What follows belongs to an exercise in optimizing a design on an open flow for small area, a short achievable clock period and few clock cycles; a production flow would make more cautious choices. The RTL was checked by simulation tests, not by an equivalence proof against the original design. Power figures rest on the tool's default switching activity, not on a simulated workload.

[flow/run.sh]
#!/bin/bash
set -euo pipefail
export SETUP_SLACK_MARGIN=6.6
export TNS_END_PERCENT=100
bash standard.sh > standard_flow.log 2>&1
[standard.sh]
#!/bin/bash
# synth_recipe.tcl (not shown) runs the flow's synth.tcl, then flattens the netlist and writes it again
# the make line also repeats each setting of config.mk as NAME=value (left out here)
make -C /OpenROAD-flow-scripts/flow DESIGN_CONFIG=/design/flow/config.mk WORK_HOME=/design/flow/orfs CLKGATE_MAP_FILE= SYNTH_SCRIPT=/design/flow/synth_recipe.tcl "${@:-finish}"
[config.mk]
export PLATFORM = sky130hd
export DESIGN_NAME = multi_core_wb
export DESIGN_NICKNAME = multi_core_wb
export VERILOG_FILES = /design/flow/design.v
export SDC_FILE = /design/flow/constraint.sdc
export NUM_CORES = 4
export LEC_CHECK = 0
export CAP_MARGIN = 20
export CORE_MARGIN = 2
export CORE_UTILIZATION = 76
export CTS_BUF_LIST = sky130_fd_sc_hd__clkbuf_16
export CTS_CLUSTER_DIAMETER = 60
export CTS_CLUSTER_SIZE = 30
export PLACE_DENSITY = 0.84
export SLEW_MARGIN = 20
[constraint.sdc]
create_clock -name core_clock -period 10.0 [get_ports {clk}]
set_input_delay 2.0000 -clock core_clock [delete_from_list [all_inputs] [get_ports {clk}]]
set_output_delay 2.0000 -clock core_clock [all_outputs]
set_load 0.01 [all_outputs]
[design.v]
module multi_core_wb #(
    parameter N = 2,
    parameter IMG_SIZE = 64,
    parameter OUTPUT_SIZE = 32
)(
    input clk,
    input rst,
    input         i_wb_cyc,
    input         i_wb_stb,
    input         i_wb_we,
    input  [3:0]  i_wb_sel,
    input  [31:0] i_wb_addr,
    input  [31:0] i_wb_data,
    output reg [31:0] o_wb_data,
    output reg        o_wb_ack,
    output reg        o_wb_stall
);
reg [3:0] cnt;    
always @(posedge clk) begin
  if (rst) cnt <= 4'd7;
  else     cnt <= cnt + 4'd1;
end
wire [3:0] cnt_n = cnt + 4'd1;
wire [2:0] cc    = cnt[2:0];      
wire [2:0] cc_n  = cnt_n[2:0];    
reg  stall_i, w_hold;
wire req       = i_wb_cyc & i_wb_stb & ~stall_i;
wire a9        = i_wb_addr[9];
wire acc_pix   = req &  i_wb_we & ~a9;
wire acc_start = req &  i_wb_we &  a9;
wire acc_stat  = req & ~i_wb_we &  a9;
reg        w_pend;
reg        w_core;
reg [1:0]  w_pair;    
reg [3:0]  w_slot;    
reg [31:0] w_data;
wire ins_now  = w_pend & (w_slot == cnt);
reg  [1:0] lr;        
wire [1:0] lr_n = (cc == 3'd7) ? ((lr == 2'd2) ? 2'd0 : lr + 2'd1) : lr;
wire dirty_now  = ins_now & ({1'b0, w_pair} <= {1'b0, lr} + 3'd1);
reg  clean;           
reg  clean_done;      
wire it_first   = (lr == 2'd0) & (cc == 3'd0);    
wire it_end     = (lr == 2'd0) & (cc == 3'd2);    
always @(posedge clk) begin
  if (rst) begin
    lr         <= 2'd2;
    clean      <= 1'b0;
    clean_done <= 1'b0;
  end else begin
    lr         <= lr_n;
    clean      <= (it_first | clean) & ~dirty_now;
    clean_done <= (it_first ? clean : clean_done) & ~ins_now;
  end
end
reg       busy;       
reg       done_flag;  
reg       st_wait;    
wire finish        = busy & it_end & clean_done & ~ins_now;
wire hold_stat     = acc_stat & busy & ~finish;
wire st_wait_n     = hold_stat | (st_wait & ~finish);
always @(posedge clk) begin
  if (rst) begin
    busy      <= 1'b0;
    done_flag <= 1'b0;
    st_wait   <= 1'b0;
  end else begin
    busy      <= (busy | acc_start) & ~finish;
    done_flag <= acc_start ? 1'b0 : (done_flag | finish);
    st_wait   <= st_wait_n;
  end
end
wire w_pend_n = stall_i ? (w_pend & ~ins_now) : acc_pix;
wire [3:0] w_slot_n = w_hold ? w_slot : i_wb_addr[3:0];
wire w_mis_n  = w_slot_n != cnt_n;
always @(posedge clk) begin
  if (!w_hold) begin
    w_core <= i_wb_addr[8];
    w_pair <= i_wb_addr[5:4];
    w_slot <= i_wb_addr[3:0];
    w_data <= i_wb_data;
  end
end
always @(posedge clk) begin
  if (rst) begin
    w_pend     <= 1'b0;
    w_hold     <= 1'b0;
    stall_i    <= 1'b0;
    o_wb_stall <= 1'b0;
    o_wb_ack   <= 1'b0;
  end else begin
    w_pend     <= w_pend_n;
    w_hold     <= w_pend_n & w_mis_n;
    stall_i    <= (st_wait_n | w_pend_n) & (st_wait_n | w_mis_n);
    o_wb_stall <= st_wait_n | (w_pend_n & w_mis_n);
    o_wb_ack   <= (req & ~hold_stat) | (st_wait & finish);
  end
end
wire [31:0] tap [0:15];    
genvar k, i;
generate
for (k = 0; k < 2; k = k + 1) begin : core_mem
  for (i = 0; i < 4; i = i + 1) begin : pair
    reg [511:0] r;
    wire ins = ins_now & (w_core == k) & (w_pair == i);
    always @(posedge clk)
      r <= {r[479:0], ins ? w_data : r[511:480]};
    assign tap[8*k + 2*i]     = r[511:480];
    assign tap[8*k + 2*i + 1] = r[255:224];
  end
end
endgenerate
wire [31:0] pred [0:1];
generate
for (k = 0; k < 2; k = k + 1) begin : core
  localparam P = (k == 1);
  reg       oh0, oh1;    
  reg [1:0] rb;          
  reg       aclr, amv, ax2;  
  reg       bclr, bx2;       
  reg       fen, fclr;   
  always @(posedge clk) begin
    oh0  <= (lr_n == 2'd0) ^ P;
    oh1  <= (lr_n == 2'd1) ^ P;
    rb   <= lr_n ^ {2{P}};
    aclr <= (cc == 3'd0) ^ P;
    amv  <= ((cc == 3'd4) | (cc == 3'd6)) ^ P;
    ax2  <= ((cc == 3'd1) | (cc == 3'd2) | (cc == 3'd4) | (cc == 3'd6)) ^ P;
    bclr <= ((cc == 3'd2) | (cc == 3'd4)) ^ P;
    bx2  <= P ? ~(cc[0] & (cc[1] | cc[2])) : (cc[0] & (cc[1] ^ cc[2]));   
    fen  <= ((cc_n == 3'd6) | (cc_n == 3'd0) | (cc_n == 3'd2)) ^ P;
    fclr <= ((lr_n == 2'd0) & (cc_n == 3'd6)) ^ P;
  end
  wire s0 = oh0 ^ P;
  wire s1 = oh1 ^ P;
  wire [1:0] r = rb ^ {2{P}};
  wire [31:0] q0 = s0 ? tap[8*k+0] : s1 ? tap[8*k+2] : tap[8*k+4];
  wire [31:0] q1 = s0 ? tap[8*k+1] : s1 ? tap[8*k+3] : tap[8*k+5];
  wire [31:0] q2 = r[1] ? tap[8*k+6] : r[0] ? tap[8*k+4] : tap[8*k+2];
  wire [31:0] q3 = r[1] ? tap[8*k+7] : r[0] ? tap[8*k+5] : tap[8*k+3];
  wire [31:0] n0  = ~q0;
  wire [31:0] n1  = ~q1;
  wire [31:0] s1v = q2 ^ q3 ^ n0;
  wire [31:0] m1  = (q2 & q3) | (q2 & n0) | (q3 & n0);
  wire [31:0] c1  = {m1[30:0], 1'b1};
  wire [31:0] ts  = s1v ^ c1 ^ n1;
  wire [31:0] m2  = (s1v & c1) | (s1v & n1) | (c1 & n1);
  reg  [31:0] tsr, tcr;
  always @(posedge clk) begin
    tsr <= ts;
    tcr <= {m2[30:0], 1'b1};
  end
  wire wa = ax2 ^ P;
  wire wb = bx2 ^ P;
  wire [31:0] ua = wa ? {tsr[30:0], 1'b0} : tsr;
  wire [31:0] va = wa ? {tcr[30:0], 1'b0} : tcr;
  wire [31:0] ub = wb ? {tsr[30:0], 1'b0} : tsr;
  wire [31:0] vb = wb ? {tcr[30:0], 1'b0} : tcr;
  reg  [31:0] as, ac, bs, bc;
  wire [31:0] a0s = (aclr ^ P) ? 32'd0 : (amv ^ P) ? bs : as;
  wire [31:0] a0c = (aclr ^ P) ? 32'd0 : (amv ^ P) ? bc : ac;
  wire [31:0] b0s = (bclr ^ P) ? 32'd0 : bs;
  wire [31:0] b0c = (bclr ^ P) ? 32'd0 : bc;
  wire [31:0] a1s = a0s ^ a0c ^ ua;
  wire [31:0] a1m = (a0s & a0c) | (a0s & ua) | (a0c & ua);
  wire [31:0] a1c = {a1m[30:0], 1'b0};
  wire [31:0] a2m = (a1s & a1c) | (a1s & va) | (a1c & va);
  wire [31:0] b1s = b0s ^ b0c ^ ub;
  wire [31:0] b1m = (b0s & b0c) | (b0s & ub) | (b0c & ub);
  wire [31:0] b1c = {b1m[30:0], 1'b0};
  wire [31:0] b2m = (b1s & b1c) | (b1s & vb) | (b1c & vb);
  always @(posedge clk) begin
    as <= a1s ^ a1c ^ va;
    ac <= {a2m[30:0], 1'b0};
    bs <= b1s ^ b1c ^ vb;
    bc <= {b2m[30:0], 1'b0};
  end
  reg  [31:0] X;
  always @(posedge clk) X <= as + ac;
  reg  [31:0] F, PR;
  wire [31:0] sum = ((fclr ^ P) ? 32'd0 : F) + {{2{X[31]}}, X[31:2]};
  always @(posedge clk) begin
    if (fen ^ P) F  <= sum;
    if (finish)  PR <= sum[31] ? 32'd0 : sum;
  end
  assign pred[k] = PR;
end
endgenerate
always @(posedge clk) begin
  if (st_wait)  o_wb_data <= 32'd1;
  else if (a9)  o_wb_data <= {31'b0, done_flag | finish};
  else          o_wb_data <= pred[i_wb_addr[0]];
end
endmodule
==> results of run 1 <==
## report_power, final
part	switching, mW	internal, mW
registers	0.985	20.7
clock network	5.74	3.87
logic	6.30	4.59
total	13.0	29.1
## timing repair
action | CTS | global route
endpoints found under the setup margin | 149 | 89
resized for setup | 159 | 42
cloned | 1 | 3
pin swaps | 5 | 26
buffers inserted | 5 | 22
## metrics by stage
step                      cells  utilization (%)  total power, mW  hold slack, ns
after floorplan            8305                -             28.8           0.310
after global placement    10390             78.5             31.3           0.310
after detailed placement  10390             78.5             31.9           0.312
after CTS                 10686             82.2             41.6           0.307
after global routing      10712             82.4             44.1           0.308
final                     10712             82.4             42.2           0.309
## per-layer routing
metal	vias to the layer above	track usage, %	wire length [µm]
li1	27205	-	-
met1	29240	40.5	109000
met2	1466	46.3	114000
met3	448	3.67	10900
met4	6	9.67	8190
met5	-	0	41
## worst max-delay path: stages (launching register included)
cell and delay [ns]:
dfxtp_4 0.38, buf_12 0.13, nor2b_4 0.05, ha_4 0.17, fa_2 0.43, a211oi_2 0.30, o21ai_1 0.11, a31oi_2 0.26
o31ai_2 0.15, a221o_2 0.43, a22oi_2 0.26, buf_4 0.16, a21o_1 0.15, xnor2_2 0.09, nor2b_2 0.15
## cell type report
class,instances,area share [%]
timing repair buffer,140,0.877
multi-input combinational,3133,21.0
clock inverter,90,0.716
sequential,4768,71.2
tap,2189,2.01
inverter,192,0.529
clock buffer,200,3.67
## final timing paths
kind	startpoint	to	slack [ns]	cells past startpoint
worst max-delay path	core[0].fclr	core[0].PR[28]	6.55	14
worst min-delay path	core_mem[0].pair[1].r[59]	core_mem[0].pair[1].r[91]	0.31	0
worst min register to register	core_mem[0].pair[1].r[59]	core_mem[0].pair[1].r[91]	0.31	0
worst max register to register	core[0].fclr	core[0].PR[28]	6.55	14
## synth_stat cells, types with 9 or more instances
cell type,instances
a31oi_1,13
and3_1,11
o21ai_0,181
inv_1,192
mux2_2,438
and2_1,46
nand2b_1,72
a21oi_1,235
nand3_1,31
a21o_1,58
xor2_1,47
dfxtp_1,4607
clkbuf_1,142
o21bai_1,17
nand4_1,9
edfxtp_1,161
nor2_1,299
or2_2,10
ha_1,144
nor2b_1,160
o21a_1,17
xnor2_1,92
a211oi_1,18
nor3_1,21
mux2i_1,469
nand2_1,265
buf_1,62
fa_1,366
## cell families after synthesis
| logic type | share of synthesized area, % |
|---|---|
| xor gates and xnor gates | 0.960 |
| other | 0.00296 |
| AOI/OAI and AO/OA | 2.95 |
| adders and majority gates | 7.20 |
| buffers and inverters | 1.22 |
| DFF | 76.5 |
| muxes | 7.59 |
| and+or+nand+nor | 3.54 |
## sequential cells by signal, summed over array words and instances (netlist names), 4 cells and up
register and count:
w_slot 4, core.tsr 64, core.X 60, o_wb_data 31, core.PR 62, core.as 64
cnt 4, core.F 64, core_mem.pair.r 4096, core.bs 64, core.bc 62, w_data 32
core.rb 4, core.ac 62, core.tcr 62
==> summary.md, run 1 <==
| Metric | Value |
|---|---|
| Slew @ Worst Pin | `1.15 ns` |
| Sequential cell area | `97100 µm²` |
| Pre-Repair DR Iteration Count | `7` |
| Later-pin clock latency in the skew report | `0.88 ns` |
| Row Count | `149` |
| Layout net count | `9013` |
| Worst Path Max Fanout | `8` |
| Syn Nets | `8888` |
| Die Wd | `412 µm` |
| Final design area excluding fillers | `136000 µm²` |
| GPL Wtd Cong | `0.882` |
| DR WL/cell | `22.7 µm` |
| Power per Cell Area | `309 nW/µm²` |
| CP arrival | `4.08 ns` |
| Global-route wire length before repair | `367000 µm` |
| Vias per inst | `5.45` |
| Area Overhead vs Synth | `7.50%` |
| Flops & latches, synth | `4768` |
| Nature of the critical path startpoint | `flop` |
| Leading cell type in the layout, fill and taps excluded | `dfxtp_1` |
| Endpoint class of the critical path | `flop` |
| Pin count of the biggest net entering global routing | `75` |
| Via count | `58365` |
| Dpl hpwl | `146000 µm` |
| Worst EP required | `10.62 ns` |
| Antenna violations before repair | `10` |
| Residual DRC | `0` |
| Routed WL | `243000 µm` |
| Post-synthesis sequential area ratio | `76.5%` |
| Die ar. | `170000 µm²` |
| Area share of the largest cell type after synthesis | `72.7%` |
| Maximum vdd drop | `235 µV` |
| Leak | `55.8 nW` |
| Status | `no timing/DRC/antenna violations` |
| Slew margin rel. | `23.1%` |
| Vias in the first global route | `61653` |
| Layout cells sized above 1 | `10.4%` |
| Number of max-cap violations | `0` |
| Ports | `107` |
| Worst hold path class | `flop to flop` |
| Placed cell area | `130000 µm²` |
| Fmax | `290 MHz` |
| Synth warnings | `1` |
| Syn Area/Cell | `15.3 µm²` |
| Mapped Area | `127000 µm²` |
| Routed Antenna Nets | `0` |
| Grt ovf | `0` |
| 1st-iter DRT viols | `4533` |
| Total GRT Usage | `28.6%` |
| RSZ-0062 raised after global routing | `yes` |
| Kind of critical path | `flop to flop` |
| Primary FF master, synth | `dfxtp_1` |
| H-tree depth | `4` |
| Final number of hold-violating endpoints | `0` |
| Multi-input gate area | `28600 µm²` |
| Synth top area cells | `dfxtp_1 (73%), fa_1 (5.8%), mux2_2 (3.9%)` |
| Asr flop ratio synth | `0%` |
| Clk sinks | `4768` |
| Post-synth EDFFs | `161` |
| # hold bufs at CTS | `0` |
| Root buf cell | `clkbuf_16` |
| Slack of the critical path | `6.55 ns` |
| Final Critical Period | `3.45 ns` |
| Most frequent cells in the layout | `dfxtp_1 (4585), mux2i_1 (469), mux2_2 (437)` |
| Clock transition at path regs | `0.10 ns` |
| Clock buffer depth | `3` |
| Final period util | `34.5%` |
| Diode count | `0` |
| CTS tree | `built` |
| Worst Skew | `0.0389 ns` |
| Place WS | `5.94 ns` |
| Slew Limit Fails | `0` |
| Area leader, netlist | `dfxtp_1` |
| CTS buffer count | `195` |
| Core area | `165000 µm²` |
| Final setup vio count | `0` |
| Fin Setup TNS | `0 ns` |
| Mapped Cells | `8305` |
| Starting density of the core | `76.7%` |
| Fillers | `7939` |
| Chip height | `412 µm` |
| Post-synth cell types | `72` |
| I/O Buffers | `77` |
Testbench counts, summed over its fixed seeds: cycles 6,968.
==> inputs of run 2 (changes only) <==
--- a/config.mk
+++ b/config.mk
@@ -8,8 +8,9 @@
 export CAP_MARGIN = 20
 export CORE_MARGIN = 2
-export CORE_UTILIZATION = 76
+export CORE_UTILIZATION = 72
 export CTS_BUF_LIST = sky130_fd_sc_hd__clkbuf_16
 export CTS_CLUSTER_DIAMETER = 60
 export CTS_CLUSTER_SIZE = 30
-export PLACE_DENSITY = 0.84
+export GPL_TIMING_DRIVEN = 1
+export PLACE_DENSITY = 0.8
 export SLEW_MARGIN = 20
==> run 2 against run 1 <==
  * Combinational power about the same
  * Clock-buffer cell count grew 1
  * Final area up 0.28%
  * Via count shrank 2.5%
  * Routed wire length down 6.1%
  * Synthesized area is the same
  * Still clean
  * Worst setup slack better by 0.054 ns
==> summary.md, run 2 <==
| Metric | Value |
|---|---|
| Status | `no timing/DRC/antenna violations` |
| Crit-path cells | `ha_1 > a2111oi_0 > o21ai_0 > o2bb2ai_1 > o21ai_1 > nor3_1 > nor2_1 > a41oi_1 > mux2i_1 > o211ai_1` |
| Synth top cells by count | `dfxtp_1 (4607), mux2i_1 (469), mux2_2 (438)` |
| Slowest cell on crit path | `a2111oi_0` |
| Row Count | `154 (+3.4%)` |
| Global-route wire length before repair | `349000 µm (-4.7%)` |
| Maximum vdd drop | `216 µV (-7.9%)` |
| Clk sinks | `4768 (unchanged)` |
| Layout cells sized above 1 | `10.6% (+0.12 points)` |
| I/O Buffers | `77 (unchanged)` |
| Switch share | `30.7% (-0.19 points)` |
| Internal power | `29.1 mW (about the same)` |
| Slew @ Worst Pin | `1.19 ns (+0.0325 ns)` |
| Most frequent cells in the layout | `dfxtp_1 (4578), mux2i_1 (469), mux2_2 (437)` |
| Placed cell area | `130000 µm² (+0.20%)` |
| Clock buffer depth | `3 (unchanged)` |
| Most flops, register | `core_mem.pair.r` |
| Final number of hold-violating endpoints | `0 (unchanged)` |
| Post-synthesis sequential area ratio | `76.5% (unchanged)` |
| Asr flop ratio synth | `0% (unchanged)` |
| Worst Skew | `0.0366 ns (-0.00234 ns)` |
| Worst hold path class | `flop to flop` |
| Fin Setup TNS | `0 ns (unchanged)` |
| Post-synthesis mux area share | `7.59% (unchanged)` |
| Max reg flops | `4096 (unchanged)` |
| Routed Antenna Nets | `0 (unchanged)` |
| Flops & latches, synth | `4768 (unchanged)` |
| Top-count cell post-synth | `dfxtp_1` |
| Final setup vio count | `0 (unchanged)` |
| Mapped Area | `127000 µm² (unchanged)` |
| Number of max-cap violations | `0 (unchanged)` |
| Compound-cell area share of the yosys netlist | `2.95% (unchanged)` |
| Post-synth cell types | `72 (unchanged)` |
| Pin count of the biggest net entering global routing | `98 (+31%)` |
| Final period util | `34.0% (-0.54 points)` |
| Starting density of the core | `72.2% (-4.4 points)` |
| Later-pin clock latency in the skew report | `0.88 ns (about the same)` |
| Vias per inst | `5.23 (-4.0%)` |
| Psw | `12.9 mW (-0.86%)` |
| GPL Wtd Cong | `0.908 (+3.0%)` |
| Power per Cell Area | `308 nW/µm² (-0.54%)` |
| Clock power frac | `22.9% (about the same)` |
| CTS tree | `built` |
| Antenna violations before repair | `16 (+6)` |
| Area leader, netlist | `dfxtp_1` |
| Slack of the critical path | `6.60 ns (+0.0538 ns)` |
| Sequential Power Share | `51.3% (about the same)` |
| Clock transition at path regs | `0.10 ns (about the same)` |
| Routed WL | `228000 µm (-6.1%)` |
| Worst Path Max Fanout | `5 (-3)` |
| Die ar. | `180000 µm² (+5.5%)` |
| Worst EP required | `10.59 ns (-0.03 ns)` |
| Comb pwr share | `25.7% (about the same)` |
| Hold Slack | `0.309 ns (+0.000134 ns)` |
| Adder-Cell Fraction of Synth Area | `7.20% (unchanged)` |
| RSZ-0062 raised after global routing | `yes` |
| CTS buffer count | `198 (+1.5%)` |
| Fmax | `294 MHz (+1.6%)` |
| H-tree depth | `4 (unchanged)` |
| Pre-Repair DR Iteration Count | `5 (-2)` |
| Post-synth EDFFs | `161 (unchanged)` |
| Final Critical Period | `3.40 ns (-0.0538 ns)` |
| Syn Area/Cell | `15.3 µm² (unchanged)` |
| Largest family of logic cells by synthesized area | `multiplexers` |
| 1st-iter DRT viols | `3524 (-22%)` |
| Synth top area cells | `dfxtp_1 (73%), fa_1 (5.8%), mux2_2 (3.9%)` |
| # hold bufs at CTS | `0 (unchanged)` |
| Root buf cell | `clkbuf_16` |
| Vias in the first global route | `59581 (-3.4%)` |
| Nature of the critical path startpoint | `flop` |
| Total GRT Usage | `25.6% (-3.0 points)` |
| Chip height | `424 µm (+2.7%)` |
| Area share of the largest cell type after synthesis | `72.7% (unchanged)` |
| Final design area excluding fillers | `137000 µm² (+0.28%)` |
| Core area | `176000 µm² (+6.2%)` |
| Layout net count | `9020 (+0.078%)` |
| Leak | `55.9 nW (+0.18%)` |
| Place WS | `5.94 ns (-0.000290 ns)` |
| Die Wd | `424 µm (+2.7%)` |
| Crit-path max cell delay | `0.48 ns (+0.05 ns)` |
| Synth warnings | `1 (unchanged)` |
| Ports | `107 (unchanged)` |
| DR WL/cell | `21.0 µm (-7.5%)` |
| Leading cell type in the layout, fill and taps excluded | `dfxtp_1` |
| Grt ovf | `0 (unchanged)` |
| Residual DRC | `0 (unchanged)` |
| Slew Limit Fails | `0 (unchanged)` |
| Kind of critical path | `flop to flop` |
| Area Overhead vs Synth | `7.80%` |
| Mapped Cells | `8305 (unchanged)` |
| CP arrival | `3.99 ns (-0.09 ns)` |
| Via count | `56924 (-2.5%)` |
| Primary FF master, synth | `dfxtp_1` |
| Slew margin rel. | `20.9% (-2.2 points)` |
| Synth Area in XOR/XNOR | `0.960% (unchanged)` |
| Synth Area in Simple Gates | `3.54% (unchanged)` |
| Syn Nets | `8888 (unchanged)` |
| Dpl hpwl | `146000 µm (-0.13%)` |
| Endpoint class of the critical path | `flop` |
## run 2: cell counts after synthesis
Identical to the previous run, type by type.
## run 2: path summary, 6_finish.rpt
path,startpoint,end,slack [ns],cells past startpoint
setup / recovery,core[0].as[17],core[0].X[30],6.60,10
hold / removal,core_mem[0].pair[3].r[153],core_mem[0].pair[3].r[185],0.31,0
setup reg to reg,core[0].as[17],core[0].X[30],6.60,10
hold reg to reg,core_mem[0].pair[3].r[153],core_mem[0].pair[3].r[185],0.31,0
## run 2: worst max-delay path: cells and delay by family (launching register included)
kind                     cells  cell delay, ns
AO/OA/AOI/OAI                6            1.78
multiplexers                 1            0.24
AND/OR/NAND/NOR              2            0.36
adder cells (fa/ha/maj)      1            0.38
flip-flops                   1            0.36
## run 2: layout make-up
| class | instances | area (µm²) |
|---|---|---|
| Antenna cell | 1 | 2.50 |
| Clock buffer | 201 | 5030 |
| Clock inverter | 100 | 1050 |
| Fill cell | 9746 | 38800 |
| Inverter | 192 | 721 |
| Multi-Input combinational cell | 3133 | 28600 |
| Sequential cell | 4768 | 97100 |
| Tap cell | 2340 | 2930 |
| Timing Repair Buffer | 144 | 1230 |
## run 2: power groups by stage
| stage | clock (mW) | combinational [mW] | sequential, mW |
|---|---|---|---|
| floorplan | 0 | 7.32 | 21.5 |
| global route | 10.4 | 12.1 | 21.7 |
| CTS | 9.79 | 10.4 | 21.6 |
| finish | 9.65 | 10.8 | 21.6 |
| detailed placement | 0 | 10.1 | 22.0 |
| global placement | 0 | 9.63 | 22.0 |
## run 2: kinds of logic after synthesis
kind of cell | count (synthesis)
AO/OA/AOI/OAI | 626
XOR/XNOR | 139
adder cells (fa/ha/maj) | 510
buffers and inverters | 406
flip-flops | 4768
multiplexers | 907
other | 1
AND/OR/NAND/NOR | 948
## run 2: timing repair
item,CTS,global route
setup buffers,9,20
pin swaps,12,26
setup endpoints to repair,247,121
resized for setup,179,39
gates cloned,2,1
## run 2: layer usage
metal	global-route usage, %	part of all wire (%)	vias up
li1	-	-	27248
met5	0	0.012	-
met3	3.42	3.9	304
met2	41.6	47	1017
met1	36.6	47	28351
met4	7.22	2.6	4
## run 2: stage by stage
stage,utilization (%),power (mW),instances
CTS,77.7,41.8,10857
finish,77.9,42.0,10879
global placement,74.1,31.6,10545
detailed placement,74.1,32.1,10545
global route,77.9,44.2,10878
floorplan,-,28.8,8305
==> inputs of run 3 (changes only) <==
--- a/config.mk
+++ b/config.mk
@@ -12,5 +12,4 @@
 export CTS_CLUSTER_DIAMETER = 60
 export CTS_CLUSTER_SIZE = 30
-export GPL_TIMING_DRIVEN = 1
 export PLACE_DENSITY = 0.8
 export SLEW_MARGIN = 20
==> run 3 against run 2 <==
  * Global-route usage unchanged
  * Clock power about the same
  * Sequential share of layout area did not move
  * Critical path type unchanged
  * Routed wire length did not move
  * Final cell count did not move
  * Power is the same
  * Combinational power is essentially flat
==> summary.md, run 3 <==
| Metric | Value |
|---|---|
| Worst EP required | `10.59 ns (about the same)` |
| Hold path start | `core_mem[0].pair[3].r[153]` |
| RSZ-0062 raised after global routing | `yes` |
| Asr flop ratio synth | `0% (unchanged)` |
| Most flops, register | `core_mem.pair.r` |
| Most frequent cells in the layout | `dfxtp_1 (4578), mux2i_1 (469), mux2_2 (437)` |
| Routed WL | `228000 µm (unchanged)` |
| Post-Layout Cell Count | `10879 (unchanged)` |
| Chip height | `424 µm (unchanged)` |
| Top-count cell post-synth | `dfxtp_1` |
| Post-synth EDFFs | `161 (unchanged)` |
| Maximum vdd drop | `216 µV (unchanged)` |
| Final setup vio count | `0 (unchanged)` |
| Worst setup path start | `core[0].as[17]` |
| Area Overhead vs Synth | `7.80% (unchanged)` |
| Row Count | `154 (unchanged)` |
| Number of max-cap violations | `0 (unchanged)` |
| Kind of critical path | `flop to flop` |
| R2r setup slk | `6.60 ns (about the same)` |
| DR WL/cell | `21.0 µm (unchanged)` |
| Status | `no timing/DRC/antenna violations` |
| # hold bufs at CTS | `0 (unchanged)` |
| Global-route wire length before repair | `349000 µm (unchanged)` |
| Die Wd | `424 µm (unchanged)` |
| Synth warnings | `1 (unchanged)` |
| Pre-Repair DR Iteration Count | `5 (unchanged)` |
| Ports | `107 (unchanged)` |
| Hold worst-path end | `core_mem[0].pair[3].r[185]` |
| Core area | `176000 µm² (unchanged)` |
| Syn Area/Cell | `15.3 µm² (unchanged)` |
| Clock transition at path regs | `0.10 ns (about the same)` |
| H-tree depth | `4 (unchanged)` |
| Leading cell type in the layout, fill and taps excluded | `dfxtp_1` |
| Final Critical Period | `3.40 ns (unchanged)` |
| Fin Setup TNS | `0 ns (unchanged)` |
| Area share of the largest cell type after synthesis | `72.7% (unchanged)` |
| Worst Path Max Fanout | `5 (unchanged)` |
| Slew Limit Fails | `0 (unchanged)` |
| Routed Antenna Nets | `0 (unchanged)` |
| Slack of the critical path | `6.60 ns (unchanged)` |
| Slew @ Worst Pin | `1.19 ns (unchanged)` |
| Root buf cell | `clkbuf_16` |
| Later-pin clock latency in the skew report | `0.88 ns (about the same)` |
| CP arrival | `3.99 ns (about the same)` |
| Synth top area cells | `dfxtp_1 (73%), fa_1 (5.8%), mux2_2 (3.9%)` |
| Antenna violations before repair | `16 (unchanged)` |
| Layout net count | `9020 (unchanged)` |
| Leak | `55.9 nW (unchanged)` |
| Primary FF master, synth | `dfxtp_1` |
| Max reg flops | `4096 (unchanged)` |
| Synth top cells by count | `dfxtp_1 (4607), mux2i_1 (469), mux2_2 (438)` |
| Die ar. | `180000 µm² (unchanged)` |
| Total GRT Usage | `25.6% (unchanged)` |
| Post-synthesis sequential area ratio | `76.5% (unchanged)` |
| Fmax | `294 MHz (unchanged)` |
| Layout cells sized above 1 | `10.6% (unchanged)` |
| Mapped Cells | `8305 (unchanged)` |
| Dpl hpwl | `146000 µm (unchanged)` |
| Hold Slack | `0.309 ns (unchanged)` |
| Placed cells | `10545 (unchanged)` |
| Endpoint class of the critical path | `flop` |
| Via count | `56924 (unchanged)` |
| CTS buffer count | `198 (unchanged)` |
| Final period util | `34.0% (unchanged)` |
| Vias in the first global route | `59581 (unchanged)` |
| Worst Skew | `0.0366 ns (unchanged)` |
| Worst hold path class | `flop to flop` |
| Syn Nets | `8888 (unchanged)` |
| Worst R2R Path Depth | `10 (unchanged)` |
| GPL Wtd Cong | `0.908 (unchanged)` |
| Pin count of the biggest net entering global routing | `98 (unchanged)` |
| Clock buffer depth | `3 (unchanged)` |
| 1st-iter DRT viols | `3524 (unchanged)` |
| I/O Buffers | `77 (unchanged)` |
| Vias per inst | `5.23 (unchanged)` |
| RR Startpoint | `core[0].as[17]` |
| Post-synth cell types | `72 (unchanged)` |
| Critical R2R Capture | `core[0].X[30]` |
| Grt ovf | `0 (unchanged)` |
| Residual DRC | `0 (unchanged)` |
| Area leader, netlist | `dfxtp_1` |
| Hold path cells | `0 (unchanged)` |
| Power per Cell Area | `308 nW/µm² (unchanged)` |
| Place WS | `5.94 ns (unchanged)` |
| Mapped Area | `127000 µm² (unchanged)` |
| Nature of the critical path startpoint | `flop` |
| Final number of hold-violating endpoints | `0 (unchanged)` |
| Clk sinks | `4768 (unchanged)` |
| Slew margin rel. | `20.9% (unchanged)` |
| Starting density of the core | `72.2% (unchanged)` |
| CTS tree | `built` |
| Flops & latches, synth | `4768 (unchanged)` |
[run 3: cell counts in the layout (fill, tap and decap cells not counted)]
Identical to the previous run, type by type.
[run 3: cell type report]
cell class              instances  area [µm²]
inverters                     192         721
clock buffers                 201        5030
clock inverters               100        1050
repair buffers                144        1230
fillers                      9746       38800
well taps                    2340        2930
diodes                          1        2.50
flip-flops and latches       4768       97100
multi-input cells            3133       28600
[run 3: how the worst max path moves through the flow]
stage / to / depth (start not counted) / slack [ns]
finish: core[0].X[30] / 10 / 6.60
global route: core[0].X[30] / 10 / 6.50
CTS: core[1].PR[20] / 12 / 6.59
detailed placement: core[1].PR[26] / 11 / 5.94
global placement: core[1].PR[28] / 11 / 5.96
floorplan: o_wb_stall / 6 / 6.55
[run 3: through the flow]
stage          power, mW  cell area, µm²  util [%]
2_1_floorplan       28.8          127000         -
3_3_place_gp        31.6          130000      74.1
3_5_place_dp        32.1          130000      74.1
4_1_cts             41.8          136000      77.7
5_1_grt             44.2          137000      77.9
6_report            42.0          137000      77.9
[run 3: power by group]
| part | total (mW) | internal [mW] | switching (mW) |
|---|---|---|---|
| registers | 21.6 | 20.7 | 0.921 |
| logic | 10.8 | 4.55 | 6.26 |
| clock network | 9.65 | 3.91 | 5.74 |
[run 3: worst max-delay path, cell delays in order, from the launching register on]
cell and delay (ns):
dfxtp_1 0.36, ha_1 0.38, a2111oi_0 0.48, o21ai_0 0.18, o2bb2ai_1 0.23, o21ai_1 0.20
nor3_1 0.24, nor2_1 0.12, a41oi_1 0.31, mux2i_1 0.24, o211ai_1 0.38
[run 3: logic make-up after synthesis]
logic type	synth area share [%]
multiplexers	7.59
flip-flops	76.5
adder cells (fa/ha/maj)	7.20
other	0.00296
AND/OR/NAND/NOR	3.54
XOR/XNOR	0.960
AO/OA/AOI/OAI	2.95
buffers and inverters	1.22
[run 3: per-layer routing]
layer / track usage [%] / up-vias / share of wire [%]
met5: 0 / - / 0.012
met2: 41.6 / 1017 / 47
met1: 36.6 / 28351 / 47
li1: - / 27248 / -
met4: 7.22 / 4 / 2.6
met3: 3.42 / 304 / 3.9
[run 3: repair_timing]
action / 4_1_cts / 5_1_grt
resized for setup: 179 / 39
cloned: 2 / 1
setup endpoints to repair: 247 / 121
pin swaps: 12 / 26
buffers inserted: 9 / 20
==> inputs of run 4 (changes only) <==
--- a/design.v
+++ b/design.v
@@ -157,5 +157,13 @@
   wire [31:0] ub = wb ? {tsr[30:0], 1'b0} : tsr;
   wire [31:0] vb = wb ? {tcr[30:0], 1'b0} : tcr;
-  reg  [31:0] as, ac, bs, bc;
+  reg  [31:0] as, bs, bc;
+  reg  [14:0] ag;
+  wire [31:0] ac;
+  genvar g;
+  for (g = 0; g < 16; g = g + 1) begin : agrp
+    if (g < 15) assign ac[2*g+2] = ag[g];
+    if (g < 15) assign ac[2*g+3] = 1'b0;
+  end
+  assign ac[1:0] = 2'b00;
   wire [31:0] a0s = (aclr ^ P) ? 32'd0 : (amv ^ P) ? bs : as;
   wire [31:0] a0c = (aclr ^ P) ? 32'd0 : (amv ^ P) ? bc : ac;
@@ -170,7 +178,16 @@
   wire [31:0] b1c = {b1m[30:0], 1'b0};
   wire [31:0] b2m = (b1s & b1c) | (b1s & vb) | (b1c & vb);
-  always @(posedge clk) begin
-    as <= a1s ^ a1c ^ va;
-    ac <= {a2m[30:0], 1'b0};
+  wire [31:0] a2s = a1s ^ a1c ^ va;
+  wire [31:0] a2c = {a2m[30:0], 1'b0};
+  wire [47:0] a2g;    
+  for (g = 0; g < 16; g = g + 1) begin : agsum
+    assign a2g[3*g+2:3*g] = {1'b0, a2s[2*g+1:2*g]} + {1'b0, a2c[2*g+1:2*g]};
+  end
+  always @(posedge clk) begin
+    as <= {a2g[46:45], a2g[43:42], a2g[40:39], a2g[37:36], a2g[34:33], a2g[31:30],
+           a2g[28:27], a2g[25:24], a2g[22:21], a2g[19:18], a2g[16:15], a2g[13:12],
+           a2g[10:9], a2g[7:6], a2g[4:3], a2g[1:0]};
+    ag <= {a2g[44], a2g[41], a2g[38], a2g[35], a2g[32], a2g[29], a2g[26], a2g[23],
+           a2g[20], a2g[17], a2g[14], a2g[11], a2g[8], a2g[5], a2g[2]};
     bs <= b1s ^ b1c ^ vb;
     bc <= {b2m[30:0], 1'b0};
==> run 4 against run 3 <==
  * Largest cell class unchanged
  * Final area fell by 0.52%
  * Critical endpoint is now core[0].PR[24]
  * Critical path depth rose by 4
  * Worst hold slack lost 0.015 ns
  * Synthesized cell count decreased by 1.0%
  * Clock skew grew 0.017 ns
  * Power decreased by 2.3%
  * Highest routed layer is now met4
  * Clock power barely moved
  * Sequential power hardly changed
  * Register-to-register slack improved by 0.04 ns
  * Utilization up 0.27 points
  * Combinational power decreased by 6%
  * Non-clock buffer count decreased by 1
==> summary.md, run 4 <==
| Metric | Value |
|---|---|
| Status | `no timing/DRC/antenna violations` |
| Layout Utilization | `78.2% (+0.27 points)` |
| I/O Buffers | `77 (unchanged)` |
| Synth top cells by count | `dfxtp_1 (4575), mux2i_1 (471), mux2_2 (411)` |
| Slack of the critical path | `6.64 ns (+0.0368 ns)` |
| Via count | `56436 (-0.86%)` |
| Most flops, register | `core_mem.pair.r` |
| Area Overhead vs Synth | `7.83% (about the same)` |
| GPL Wtd Cong | `0.896 (-1.4%)` |
| Later-pin clock latency in the skew report | `0.88 ns (about the same)` |
| Routed WL | `227000 µm (-0.58%)` |
| Ports | `107 (unchanged)` |
| Nature of the critical path startpoint | `flop` |
| Clock buffer depth | `3 (unchanged)` |
| Area leader, netlist | `dfxtp_1` |
| Row Count | `153 (-0.65%)` |
| Worst setup path start | `core[0].fclr` |
| Worst hold path class | `flop to flop` |
| Primary FF master, synth | `dfxtp_1` |
| Synth warnings | `1 (unchanged)` |
| CTS tree | `built` |
| Clk sinks | `4736 (-0.67%)` |
| RSZ-0062 raised after global routing | `yes` |
| Fin Setup TNS | `0 ns (unchanged)` |
| Top-count cell post-synth | `dfxtp_1` |
| Critical R2R Capture | `core[0].PR[24]` |
| Die Wd | `423 µm (-0.27%)` |
| Area share of the largest cell type after synthesis | `72.6% (-0.11 points)` |
| R2r setup slk | `6.64 ns (+0.04 ns)` |
| Worst Path Max Fanout | `16 (+11)` |
| 1st-iter DRT viols | `3881 (+10%)` |
| Power per Cell Area | `302 nW/µm² (-1.8%)` |
| CTS buffer count | `195 (-1.5%)` |
| Kind of critical path | `flop to flop` |
| DR WL/cell | `21.1 µm (+0.42%)` |
| Final setup vio count | `0 (unchanged)` |
| Hold path cells | `0 (unchanged)` |
| Worst R2R Path Depth | `14 (+4)` |
| Leak | `55.9 nW (about the same)` |
| Vias in the first global route | `59552 (-0.049%)` |
| Syn Nets | `8835 (-0.60%)` |
| Dpl hpwl | `140000 µm (-3.8%)` |
| Post-synth cell types | `81 (+13%)` |
| Die ar. | `179000 µm² (-0.54%)` |
| Slew @ Worst Pin | `1.00 ns (-0.183 ns)` |
| Syn Area/Cell | `15.3 µm² (+0.47%)` |
| Max reg flops | `4096 (unchanged)` |
| Routed Antenna Nets | `0 (unchanged)` |
| Final Critical Period | `3.36 ns (-0.0368 ns)` |
| Clock transition at path regs | `0.10 ns (about the same)` |
| Pre-Repair DR Iteration Count | `5 (unchanged)` |
| Worst EP required | `10.61 ns (+0.02 ns)` |
| Hold path start | `core_mem[0].pair[0].r[419]` |
| Core area | `174000 µm² (-0.87%)` |
| Place WS | `5.89 ns (-0.0531 ns)` |
| Worst Skew | `0.0534 ns (+0.0168 ns)` |
| Total GRT Usage | `25.7% (+0.062 points)` |
| Layout net count | `8967 (-0.59%)` |
| Hold Slack | `0.294 ns (-0.0147 ns)` |
| Endpoint class of the critical path | `flop` |
| Maximum vdd drop | `242 µV (+12%)` |
| Global-route wire length before repair | `349000 µm (-0.19%)` |
| Pin count of the biggest net entering global routing | `69 (-30%)` |
| Slew Limit Fails | `0 (unchanged)` |
| Vias per inst | `5.24 (+0.15%)` |
| Leading cell type in the layout, fill and taps excluded | `dfxtp_1` |
| Final number of hold-violating endpoints | `0 (unchanged)` |
| RR Startpoint | `core[0].fclr` |
| Most frequent cells in the layout | `dfxtp_1 (4548), mux2i_1 (470), mux2_2 (410)` |
| Post-synth EDFFs | `161 (unchanged)` |
| Grt ovf | `0 (unchanged)` |
| Synth top area cells | `dfxtp_1 (73%), fa_1 (6.2%), edfxtp_1 (3.8%)` |
| CP arrival | `3.98 ns (about the same)` |
| Fmax | `297 MHz (+1.1%)` |
| Number of max-cap violations | `0 (unchanged)` |
| Starting density of the core | `72.5% (+0.24 points)` |
| Hold worst-path end | `core_mem[0].pair[0].r[451]` |
| Slew margin rel. | `33.1% (+12 points)` |
| H-tree depth | `4 (unchanged)` |
| Post-synthesis sequential area ratio | `76.4% (-0.091 points)` |
| Antenna violations before repair | `7 (-9)` |
| Asr flop ratio synth | `0% (unchanged)` |
| Mapped Area | `126000 µm² (-0.54%)` |
| Flops & latches, synth | `4736 (-0.67%)` |
| Chip height | `423 µm (-0.27%)` |
| Mapped Cells | `8221 (-1.0%)` |
| Residual DRC | `0 (unchanged)` |
| Layout cells sized above 1 | `11.2% (+0.64 points)` |
| Final period util | `33.6% (-0.37 points)` |
| Diode count | `0 (-1)` |
| Root buf cell | `clkbuf_16` |
run 4: cell count changes in the layout (fill, tap and decap cells not counted), moves of 10 or more:
| cell | delta |
|---|---|
| nand3_1 | -13 |
| nand2_1 | +49 |
| a21o_1 | -30 |
| nor2_1 | -66 |
| nor3_1 | -11 |
| a21oi_1 | -37 |
| dfxtp_1 | -30 |
| mux2_2 | -27 |
| fa_1 | +27 |
| nor2b_1 | -54 |
| nor2b_2 | +21 |
| inv_1 | +65 |
| or2_2 | +37 |
| a31oi_1 | +10 |
run 4: cells by family (layout without fill, tap and decap cells):
family / count (synthesis) / in the layout / share of synthesized area [%]
xor gates and xnor gates: 145 / 145 / 1.01
and+or+nand+nor: 924 / 924 / 3.56
buffers and inverters: 472 / 696 / 1.46
DFF: 4736 / 4736 / 76.4
AOI/OAI and AO/OA: 520 / 520 / 2.41
adders and majority gates: 541 / 541 / 7.70
muxes: 882 / 882 / 7.41
other: 1 / 1 / 0.00297
run 4: metrics by stage:
| step | power, mW | instances | instance area (µm²) |
|---|---|---|---|
| after floorplan | 28.6 | 8221 | 126000 |
| after global placement | 30.8 | 10453 | 129000 |
| after detailed placement | 31.3 | 10453 | 129000 |
| after CTS | 41.1 | 10758 | 136000 |
| after global routing | 43.3 | 10770 | 136000 |
| final | 41.1 | 10770 | 136000 |
run 4: critical path, cell delays in order, from the launching register on:
cell      delay, ns
dfxtp_4        0.37
buf_12         0.15
nor2b_1        0.06
ha_1           0.23
fa_2           0.41
a211oi_2       0.24
o211ai_1       0.13
buf_4          0.16
a21oi_2        0.13
nor2b_2        0.19
o31ai_1        0.14
a221o_1        0.43
a21oi_2        0.16
xnor2_1        0.11
nor2b_2        0.17
run 4: report_power, final:
part | switching (mW) | total (mW) | leakage (nW) | internal (mW)
clock | 5.73 | 9.64 | 3.04 | 3.92
sequential | 0.871 | 21.4 | 38.6 | 20.5
combinational | 5.60 | 10.1 | 14.3 | 4.50
run 4: area by class of cell:
cell class	instances	area [µm²]
Fill cell	9380	38000
Sequential cell	4736	96500
Timing Repair Buffer	143	1360
Multi-Input combinational cell	3013	28100
Clock inverter	92	1180
Clock buffer	197	4930
Tap cell	2325	2910
Inverter	264	991
run 4: worst max path at each step:
stage | to | slack [ns] | cells after the start
after global placement | core_mem[0].pair[2].r[20] | 5.97 | 7
after detailed placement | core_mem[0].pair[2].r[25] | 5.89 | 7
after CTS | core[0].PR[16] | 6.59 | 13
final | core[0].PR[24] | 6.64 | 14
after global routing | core[0].PR[24] | 6.47 | 14
after floorplan | o_wb_stall | 6.55 | 6
run 4: timing repair:
| action | CTS | global route |
|---|---|---|
| pin swaps | 7 | 18 |
| setup endpoints to repair | 250 | 174 |
| gates cloned | 2 | 0 |
| buffers inserted | 14 | 12 |
| gates resized for setup | 182 | 43 |
| hold buffers | 0 | 0 |
run 4: routing by layer:
layer / wire [µm] / vias up / GRT usage (%)
met5: 0 / - / 0
met4: 6640 / 0 / 7.80
met3: 8300 / 324 / 3.09
met2: 107000 / 1065 / 41.8
met1: 105000 / 28321 / 36.6
li1: - / 26726 / -
Testbench counts of run 4, summed over its fixed seeds: cycles 6,968.
==> inputs of run 5 (changes only) <==
--- a/design.v
+++ b/design.v
@@ -37,5 +37,6 @@
 wire ins_now  = w_pend & (w_slot == cnt);
 reg  [1:0] lr;        
-wire [1:0] lr_n = (cc == 3'd7) ? ((lr == 2'd2) ? 2'd0 : lr + 2'd1) : lr;
+wire [1:0] lr_n  = (cc == 3'd7) ? ((lr == 2'd2) ? 2'd0 : lr + 2'd1) : lr;
+wire [1:0] lr_nn = (cc_n == 3'd7) ? ((lr_n == 2'd2) ? 2'd0 : lr_n + 2'd1) : lr_n;
 wire dirty_now  = ins_now & ({1'b0, w_pair} <= {1'b0, lr} + 3'd1);
 reg  clean;           
@@ -117,4 +118,6 @@
   reg       oh0, oh1;    
   reg [1:0] rb;          
+  reg       ph0, ph1, ph0d, ph1d;
+  reg [1:0] pb, pbd;
   reg       aclr, amv, ax2;  
   reg       bclr, bx2;       
@@ -124,4 +127,10 @@
     oh1  <= (lr_n == 2'd1) ^ P;
     rb   <= lr_n ^ {2{P}};
+    ph0  <= (lr_nn == 2'd0) ^ P;
+    ph1  <= (lr_nn == 2'd1) ^ P;
+    pb   <= lr_nn ^ {2{P}};
+    ph0d <= ph0;
+    ph1d <= ph1;
+    pbd  <= pb;
     aclr <= (cc == 3'd0) ^ P;
     amv  <= ((cc == 3'd4) | (cc == 3'd6)) ^ P;
@@ -135,8 +144,11 @@
   wire s1 = oh1 ^ P;
   wire [1:0] r = rb ^ {2{P}};
+  wire t0 = ph0d ^ P;
+  wire t1 = ph1d ^ P;
+  wire [1:0] u = pbd ^ {2{P}};
   wire [31:0] q0 = s0 ? tap[8*k+0] : s1 ? tap[8*k+2] : tap[8*k+4];
-  wire [31:0] q1 = s0 ? tap[8*k+1] : s1 ? tap[8*k+3] : tap[8*k+5];
+  wire [31:0] q1 = t0 ? tap[8*k+1] : t1 ? tap[8*k+3] : tap[8*k+5];
   wire [31:0] q2 = r[1] ? tap[8*k+6] : r[0] ? tap[8*k+4] : tap[8*k+2];
-  wire [31:0] q3 = r[1] ? tap[8*k+7] : r[0] ? tap[8*k+5] : tap[8*k+3];
+  wire [31:0] q3 = u[1] ? tap[8*k+7] : u[0] ? tap[8*k+5] : tap[8*k+3];
   wire [31:0] n0  = ~q0;
   wire [31:0] n1  = ~q1;
@@ -199,7 +211,7 @@
   always @(posedge clk) begin
     if (fen ^ P) F  <= sum;
-    if (finish)  PR <= sum[31] ? 32'd0 : sum;
-  end
-  assign pred[k] = PR;
+    if (finish)  PR <= sum;
+  end
+  assign pred[k] = PR[31] ? 32'd0 : PR;    
 end
 endgenerate
==> flow/run.sh (replaced) <==
#!/bin/bash
set -euo pipefail
export SETUP_SLACK_MARGIN=7.2
export TNS_END_PERCENT=100
bash standard.sh > standard_flow.log 2>&1
==> run 5 against run 4 <==
  * Largest power group unchanged
  * Still clean
  * Synthesized area grew 0.34%
  * Critical endpoint is now o_wb_data[27]
  * Combinational power rose by about 20%
  * Register-to-register slack better by 0.27 ns
  * Utilization rose by 2.5 points
  * Clock skew decreased by 0.017 ns
  * Largest cell class unchanged
  * Die area increased by 0.33%
  * Highest routed layer is now met5
  * Clock-buffer cell count is 3 higher
==> summary.md, run 5 <==
| Metric | Value |
|---|---|
| Endpoint class of the critical path | `output pin` |
| Clock buffer depth | `3 (unchanged)` |
| Pin count of the biggest net entering global routing | `65 (-5.8%)` |
| Asr flop ratio synth | `0% (unchanged)` |
| Area Overhead vs Synth | `11.0%` |
| WP depth | `1 (-13)` |
| Hold Slack | `0.316 ns (+0.0221 ns)` |
| Buf/Inv on CP | `1 (-1)` |
| Synth warnings | `1 (unchanged)` |
| Worst setup path start | `o_wb_data[27]` |
| Slack of the critical path | `6.62 ns (-0.0183 ns)` |
| Mapped Area | `127000 µm² (+0.34%)` |
| Antenna violations before repair | `12 (+5)` |
| Flops & latches, synth | `4754 (+0.38%)` |
| Routed WL | `250000 µm (+10%)` |
| Fin Setup TNS | `0 ns (unchanged)` |
| Area leader, netlist | `dfxtp_1` |
| Placed cell area | `130000 µm² (+0.33%)` |
| Layout net count | `9145 (+2.0%)` |
| Routed Antenna Nets | `0 (unchanged)` |
| Vias in the first global route | `60751 (+2.0%)` |
| Power per Cell Area | `308 nW/µm² (+2.0%)` |
| Leak | `57.6 nW (+3.0%)` |
| Synth top area cells | `dfxtp_1 (73%), fa_1 (6.2%), edfxtp_1 (3.9%)` |
| Kind of critical path | `flop to output pin` |
| Syn Area/Cell | `15.3 µm² (about the same)` |
| Layout cells sized above 1 | `16.2% (+5.0 points)` |
| Post-synthesis sequential area ratio | `76.5% (about the same)` |
| Worst EP required | `8.00 ns (-2.61 ns)` |
| Post-synth EDFFs | `163 (+1.2%)` |
| Number of max-cap violations | `0 (unchanged)` |
| Root buf cell | `clkbuf_16` |
| Worst hold path class | `flop to flop` |
| Vias per inst | `5.36 (+2.2%)` |
| CTS tree | `built` |
| DR WL/cell | `22.8 µm (+8.2%)` |
| Grt ovf | `0 (unchanged)` |
| GPL Wtd Cong | `0.859 (-4.2%)` |
| Later-pin clock latency in the skew report | `0.89 ns (about the same)` |
| Leading cell type in the layout, fill and taps excluded | `dfxtp_1` |
| Starting density of the core | `72.6% (+0.16 points)` |
| # hold bufs at CTS | `0 (unchanged)` |
| Primary FF master, synth | `dfxtp_1` |
| Slew Limit Fails | `0 (unchanged)` |
| Crit-path max cell delay | `0.40 ns (-0.03 ns)` |
| Critical R2R Capture | `core[0].as[19]` |
| Most frequent cells in the layout | `dfxtp_1 (4529), mux2i_1 (433), mux2_2 (355)` |
| Die ar. | `179000 µm² (+0.33%)` |
| Core area | `174000 µm² (+0.11%)` |
| Clock transition at path regs | `0.10 ns (about the same)` |
| Chip height | `423 µm (+0.17%)` |
| Slew margin rel. | `22.3% (-11 points)` |
| RSZ-0062 raised after global routing | `yes` |
| Hold path start | `core_mem[0].pair[0].r[86]` |
| Area share of the largest cell type after synthesis | `72.6% (about the same)` |
| 1st-iter DRT viols | `4293 (+11%)` |
| Nature of the critical path startpoint | `flop` |
| Ports | `107 (unchanged)` |
| H-tree depth | `4 (unchanged)` |
| Family with the most delay on the worst path | `flip-flops` |
| Worst Path Max Fanout | `1 (-15)` |
| CTS buffer count | `194 (-0.51%)` |
| Dpl hpwl | `142000 µm (+1.6%)` |
| Post-synth cell types | `77 (-4.9%)` |
| Fmax | `296 MHz (-0.54%)` |
| Syn Nets | `8870 (+0.40%)` |
| Final period util | `33.8% (+0.18 points)` |
| Slew @ Worst Pin | `1.16 ns (+0.161 ns)` |
| Mapped Cells | `8256 (+0.43%)` |
| Via count | `58743 (+4.1%)` |
| Slowest cell on crit path | `dfxtp_4` |
| Status | `no timing/DRC/antenna violations` |
| Die Wd | `423 µm (+0.17%)` |
| Global-route wire length before repair | `369000 µm (+5.8%)` |
| Row Count | `153 (unchanged)` |
| Clk sinks | `4754 (+0.38%)` |
| Maximum vdd drop | `191 µV (-21%)` |
| Final Critical Period | `3.38 ns (+0.0183 ns)` |
| R2r setup slk | `6.91 ns (+0.27 ns)` |
| Final design area excluding fillers | `141000 µm² (+3.3%)` |
| Place WS | `5.75 ns (-0.140 ns)` |
| Pre-Repair DR Iteration Count | `6 (+1)` |
| Crit-path cells | `buf_6` |
| Synth top cells by count | `dfxtp_1 (4591), mux2i_1 (444), fa_1 (392)` |
| Residual DRC | `0 (unchanged)` |
| Total GRT Usage | `27.4% (+1.7 points)` |
| Final number of hold-violating endpoints | `0 (unchanged)` |
| Worst Setup EP | `o_wb_data[27]` |
| Worst R2R Path Depth | `10 (-4)` |
| Worst Skew | `0.0365 ns (-0.0169 ns)` |
| Top-count cell post-synth | `dfxtp_1` |
| Fillers | `8959 (-4.5%)` |
| RR Startpoint | `core[0].amv` |
| Most flops, register | `core_mem.pair.r` |
| Final setup vio count | `0 (unchanged)` |
| Max reg flops | `4096 (unchanged)` |
| I/O Buffers | `77 (unchanged)` |
| CP arrival | `1.38 ns (-2.60 ns)` |
-- run 5: cell count changes in the layout (fill, tap and decap cells not counted), moves of 37 or more --
| cell | delta |
|---|---|
| fa_1 | -67 |
| fa_2 | +67 |
| buf_4 | +62 |
| buf_6 | +61 |
| mux2_2 | -55 |
| ha_1 | -53 |
| mux2_4 | +50 |
| nor2b_1 | -45 |
| mux2i_1 | -37 |
| nand2_1 | -37 |
-- run 5: final cells by class --
type / count / area (µm²) / area share, %
well taps: 2325 / 2910 / 2.07
flip-flops and latches: 4754 / 96900 / 69.0
clock inverters: 98 / 1020 / 0.728
inverters: 274 / 1030 / 0.732
diodes: 9 / 22.5 / 0.0160
clock buffers: 200 / 5000 / 3.56
multi-input cells: 3014 / 29900 / 21.3
repair buffers: 293 / 3690 / 2.63
-- run 5: cell families after synthesis --
logic type / count (synthesis) / share of synthesized area (%)
buffers and inverters: 489 / 1.50
adders and majority gates: 541 / 7.67
muxes: 854 / 7.25
other: 1 / 0.00296
DFF: 4754 / 76.5
and+or+nand+nor: 890 / 3.33
AOI/OAI and AO/OA: 584 / 2.76
xor gates and xnor gates: 143 / 0.990
-- run 5: power breakdown --
part / internal, mW / leakage (nW) / switching (mW)
combinational: 5.44 / 15.8 / 6.67
clock: 3.89 / 3.03 / 5.71
sequential: 20.6 / 38.7 / 0.996
-- run 5: repair_timing --
| item | in CTS | in global routing |
|---|---|---|
| gates resized for setup | 547 | 305 |
| gates cloned | 25 | 1 |
| pin swaps | 145 | 163 |
| endpoints found under the hold margin | 0 | 0 |
| endpoints found under the setup margin | 433 | 327 |
| setup buffers | 88 | 62 |
-- run 5: routing by layer --
layer | up-vias | global-route usage, % | share of wire [%]
li1 | 27266 | - | -
met1 | 29430 | 38.7 | 45
met2 | 1519 | 43.5 | 46
met3 | 522 | 3.66 | 4.7
met4 | 6 | 10.9 | 4.5
met5 | - | 0 | 0.016
-- run 5: worst register-to-register path, cell delays in order (launching register included) --
cell and delay [ns]:
dfxtp_4 0.40, buf_6 0.14, buf_16 0.15, buf_6 0.13, mux2i_1 0.12, or2_4 0.25
fa_1 0.56, inv_1 0.09, fa_1 0.54, ha_2 0.20, fa_2 0.43
-- run 5: per-stage QoR --
stage,power (mW),cells,util (%)
3_3_place_gp,30.8,10484,74.5
2_1_floorplan,28.4,8256,-
6_report,43.3,10967,80.7
3_5_place_dp,31.4,10484,74.5
5_1_grt,45.4,10964,80.7
4_1_cts,41.9,10895,79.7
-- run 5: worst min-delay path by stage --
stage,end,cells after the start,slack [ns]
2_1_floorplan,core[0].pbd[0],0,0.31
3_3_place_gp,core_mem[0].pair[3].r[240],0,0.31
3_5_place_dp,core[1].pbd[0],0,0.31
4_1_cts,core_mem[0].pair[0].r[432],0,0.31
5_1_grt,core_mem[0].pair[0].r[118],0,0.32
6_report,core_mem[0].pair[0].r[118],0,0.32
Testbench counts of run 5, summed over its fixed seeds: cycles 6,968.
==> inputs of run 6 (changes only) <==
==> flow/run.sh (replaced) <==
#!/bin/bash
set -euo pipefail
export SETUP_SLACK_MARGIN=7.0
export TNS_END_PERCENT=100
bash standard.sh > standard_flow.log 2>&1
==> run 6 against run 5 <==
  * Largest power group unchanged
  * Highest routed layer is now met4
  * Die area unchanged
  * Clock skew decreased by 0.010 ns
  * Worst setup slack got worse by 0.0040 ns
==> summary.md, run 6 <==
| Metric | Value |
|---|---|
| Status | `no timing/DRC/antenna violations` |
| Die Wd | `423 µm (unchanged)` |
| Antenna violations before repair | `4 (-8)` |
| Later-pin clock latency in the skew report | `0.87 ns (-0.02 ns)` |
| Area share of the largest cell type after synthesis | `72.6% (unchanged)` |
| Area leader, netlist | `dfxtp_1` |
| Total GRT Usage | `26.6% (-0.86 points)` |
| Pre-Repair DR Iteration Count | `5 (-1)` |
| Flops & latches, synth | `4754 (unchanged)` |
| Number of max-cap violations | `0 (unchanged)` |
| # hold bufs at CTS | `0 (unchanged)` |
| Worst R2R Path Depth | `7 (-3)` |
| Kind of critical path | `flop to output pin` |
| Layout cells sized above 1 | `12.0% (-4.3 points)` |
| Via count | `57773 (-1.7%)` |
| Nature of the critical path startpoint | `flop` |
| Top-count cell post-synth | `dfxtp_1` |
| Slew Limit Fails | `0 (unchanged)` |
| Vias in the first global route | `59996 (-1.2%)` |
| GPL Wtd Cong | `0.870 (+1.3%)` |
| Chip height | `423 µm (unchanged)` |
| Max reg flops | `4096 (unchanged)` |
| DR WL/cell | `22.0 µm (-3.4%)` |
| I/O Buffers | `77 (unchanged)` |
| Slew margin rel. | `22.6% (+0.23 points)` |
| Die ar. | `179000 µm² (unchanged)` |
| Most flops, register | `core_mem.pair.r` |
| Hold worst-path end | `core_mem[0].pair[1].r[412]` |
| CP arrival | `1.39 ns (about the same)` |
| CTS tree | `built` |
| Clock power frac | `23.6% (+1.4 points)` |
| 1st-iter DRT viols | `4075 (-5.1%)` |
| Maximum vdd drop | `228 µV (+20%)` |
| Final number of hold-violating endpoints | `0 (unchanged)` |
| Mapped Area | `127000 µm² (unchanged)` |
| Core area | `174000 µm² (unchanged)` |
| Syn Nets | `8870 (unchanged)` |
| Critical R2R Capture | `core_mem[1].pair[1].r[3]` |
| H-tree depth | `4 (unchanged)` |
| Dpl hpwl | `143000 µm (+0.18%)` |
| Worst hold path class | `flop to flop` |
| Switch share | `30.3% (-0.58 points)` |
| Vias per inst | `5.32 (-0.63%)` |
| Hold path start | `core_mem[0].pair[1].r[380]` |
| Hold path cells | `0 (unchanged)` |
| Sequential Power Share | `51.6% (+1.7 points)` |
| RSZ-0062 raised after global routing | `yes` |
| Row Count | `153 (unchanged)` |
| Pin count of the biggest net entering global routing | `65 (unchanged)` |
| Fin Setup TNS | `0 ns (unchanged)` |
| Clock transition at path regs | `0.10 ns (about the same)` |
| Clock buffer depth | `3 (unchanged)` |
| Internal power | `29.0 mW (-3.0%)` |
| Buf/Inv on CP | `1 (unchanged)` |
| Routed Antenna Nets | `0 (unchanged)` |
| Comb pwr share | `24.7% (-3.3 points)` |
| Root buf cell | `clkbuf_16` |
| Power per Cell Area | `303 nW/µm² (-1.7%)` |
| Fmax | `295 MHz (-0.12%)` |
| Primary FF master, synth | `dfxtp_1` |
| Leading cell type in the layout, fill and taps excluded | `dfxtp_1` |
| Syn Area/Cell | `15.3 µm² (unchanged)` |
| Crit-path cells | `buf_6` |
| Post-synthesis sequential area ratio | `76.5% (unchanged)` |
| Grt ovf | `0 (unchanged)` |
| Global-route wire length before repair | `359000 µm (-2.6%)` |
| Crit-path max cell delay | `0.41 ns (about the same)` |
| Residual DRC | `0 (unchanged)` |
| Synth top cells by count | `dfxtp_1 (4591), mux2i_1 (444), fa_1 (392)` |
| Asr flop ratio synth | `0% (unchanged)` |
| Slowest cell on crit path | `dfxtp_4` |
| Layout Utilization | `79.0% (-1.7 points)` |
| Synth top area cells | `dfxtp_1 (73%), fa_1 (6.2%), edfxtp_1 (3.9%)` |
| Routed WL | `239000 µm (-4.3%)` |
| Slew @ Worst Pin | `1.16 ns (-0.00338 ns)` |
| CTS buffer count | `199 (+2.6%)` |
| Family with the most delay on the worst path | `flip-flops` |
| RR Startpoint | `cnt[2]` |
| Post-synth EDFFs | `163 (unchanged)` |
| Worst Path Max Fanout | `1 (unchanged)` |
| Leak | `56.6 nW (-1.7%)` |
| Mapped Cells | `8256 (unchanged)` |
| Final Critical Period | `3.39 ns (+0.00401 ns)` |
| Synth warnings | `1 (unchanged)` |
| Starting density of the core | `72.6% (unchanged)` |
| Worst EP required | `8.00 ns (about the same)` |
| Final setup vio count | `0 (unchanged)` |
| Clk sinks | `4754 (unchanged)` |
| Ports | `107 (unchanged)` |
| Area Overhead vs Synth | `8.76%` |
| Endpoint class of the critical path | `output pin` |
| Worst Skew | `0.0260 ns (-0.0104 ns)` |
| Layout net count | `9041 (-1.1%)` |
| Psw | `12.6 mW (-5.6%)` |
| Post-synth cell types | `77 (unchanged)` |
| R2r setup slk | `7.02 ns (+0.11 ns)` |
| Final period util | `33.9% (+0.040 points)` |
| Most frequent cells in the layout | `dfxtp_1 (4535), mux2i_1 (442), fa_1 (388)` |
run 6: cell counts after synthesis:
No cell type changed its count.
run 6: what timing repair did:
action,CTS,global route
setup endpoints to repair,299,233
gates resized for setup,244,97
pin swaps,10,26
buffers inserted,19,33
gates cloned,10,4
run 6: cell type report:
type / instances / area [µm²]
Tap cell: 2325 / 2910
Antenna cell: 2 / 5.00
Clock buffer: 208 / 5200
Sequential cell: 4754 / 96900
Inverter: 274 / 1030
Fill cell: 9436 / 36600
Timing Repair Buffer: 184 / 2120
Clock inverter: 93 / 1120
Multi-Input combinational cell: 3014 / 28300
run 6: how the worst max path moves through the flow:
stage                 startpoint    endpoint  slack, ns  cells after the start
CTS                   o_wb_stall  o_wb_stall       6.56                      1
finish                o_wb_stall  o_wb_stall       6.61                      1
global route          o_wb_stall  o_wb_stall       6.58                      1
floorplan           i_wb_addr[2]  o_wb_stall       6.55                      6
global placement    i_wb_addr[2]  o_wb_stall       5.75                      7
detailed placement  i_wb_addr[2]  o_wb_stall       5.70                      7
run 6: kinds of logic after synthesis:
| kind of cell | synth area share [%] |
|---|---|
| flops | 76.5 |
| simple gates | 3.33 |
| mux | 7.25 |
| compound gates | 2.76 |
| fa+ha+maj | 7.67 |
| buf+inv | 1.50 |
| xor+xnor | 0.990 |
| other cells | 0.00296 |
run 6: worst reg2reg max path, stage by stage (launching register included):
cell and delay (ns):
dfxtp_2 0.39, xor2_1 0.17, nor4_2 0.47, and2_2 0.36, nand2_2 0.13, or3_2 0.44, buf_6 0.26, mux2_4 0.66
run 6: metal layers:
metal	global-route usage (%)	up-vias	routed length (µm)
met1	38.3	28866	110000
met2	41.0	1402	108000
li1	-	27039	-
met4	11.0	0	10500
met3	3.60	466	11100
met5	0	-	0
run 6: power by group through the flow:
stage	clock network (mW)	logic, mW	registers [mW]
CTS	9.97	9.92	21.5
finish	9.84	10.3	21.5
global route	10.6	11.6	21.6
floorplan	0	6.97	21.4
global placement	0	9.01	21.9
detailed placement	0	9.53	21.9
run 6: metrics by stage:
step | worst slack [ns] | power (mW) | area [µm²] | hold slack (ns) | cells
after floorplan | 6.55 | 28.4 | 127000 | 0.310 | 8256
after global placement | 5.75 | 30.9 | 130000 | 0.309 | 10484
after detailed placement | 5.70 | 31.4 | 130000 | 0.312 | 10484
after CTS | 6.56 | 41.4 | 137000 | 0.315 | 10814
after global routing | 6.58 | 43.8 | 138000 | 0.316 | 10854
final | 6.61 | 41.7 | 138000 | 0.315 | 10854

[port drivers added, routing unchanged]
Ports are ideal in the flow. The routed layouts listed here were re-timed in OpenROAD. Step 1 sets driving cells, clkbuf_16 on the clock port and buf_2 on the other inputs (assumed; they add their load-dependent delay and slew). Step 2, shift: input delay + t, output delay - t, t = (earliest + latest rising clock arrival at the registers) / 2. This alone moves slack from input paths to output paths. Slacks: no drivers / after step 1 / after step 2; pairs: no drivers / after step 1.
run	t (ns)	setup slack, ns	slew at the worst register clock pin (ns)
run 1	0.949	6.547 / 6.547 / 5.959	0.12 / 0.12
run 2	0.950	6.600 / 6.584 / 5.972	0.12 / 0.12
run 3	0.950	6.600 / 6.584 / 5.972	0.12 / 0.12
run 4	0.942	6.637 / 6.580 / 5.940	0.11 / 0.11
run 5	0.964	6.619 / 6.525 / 6.203	0.11 / 0.11
run 6	0.941	6.615 / 6.534 / 6.084	0.11 / 0.11
After both steps setup and hold are still met in every run listed. The setup slack of run 4, which loses most, moves by -0.057 ns with the drivers and by -0.697 ns with both steps.
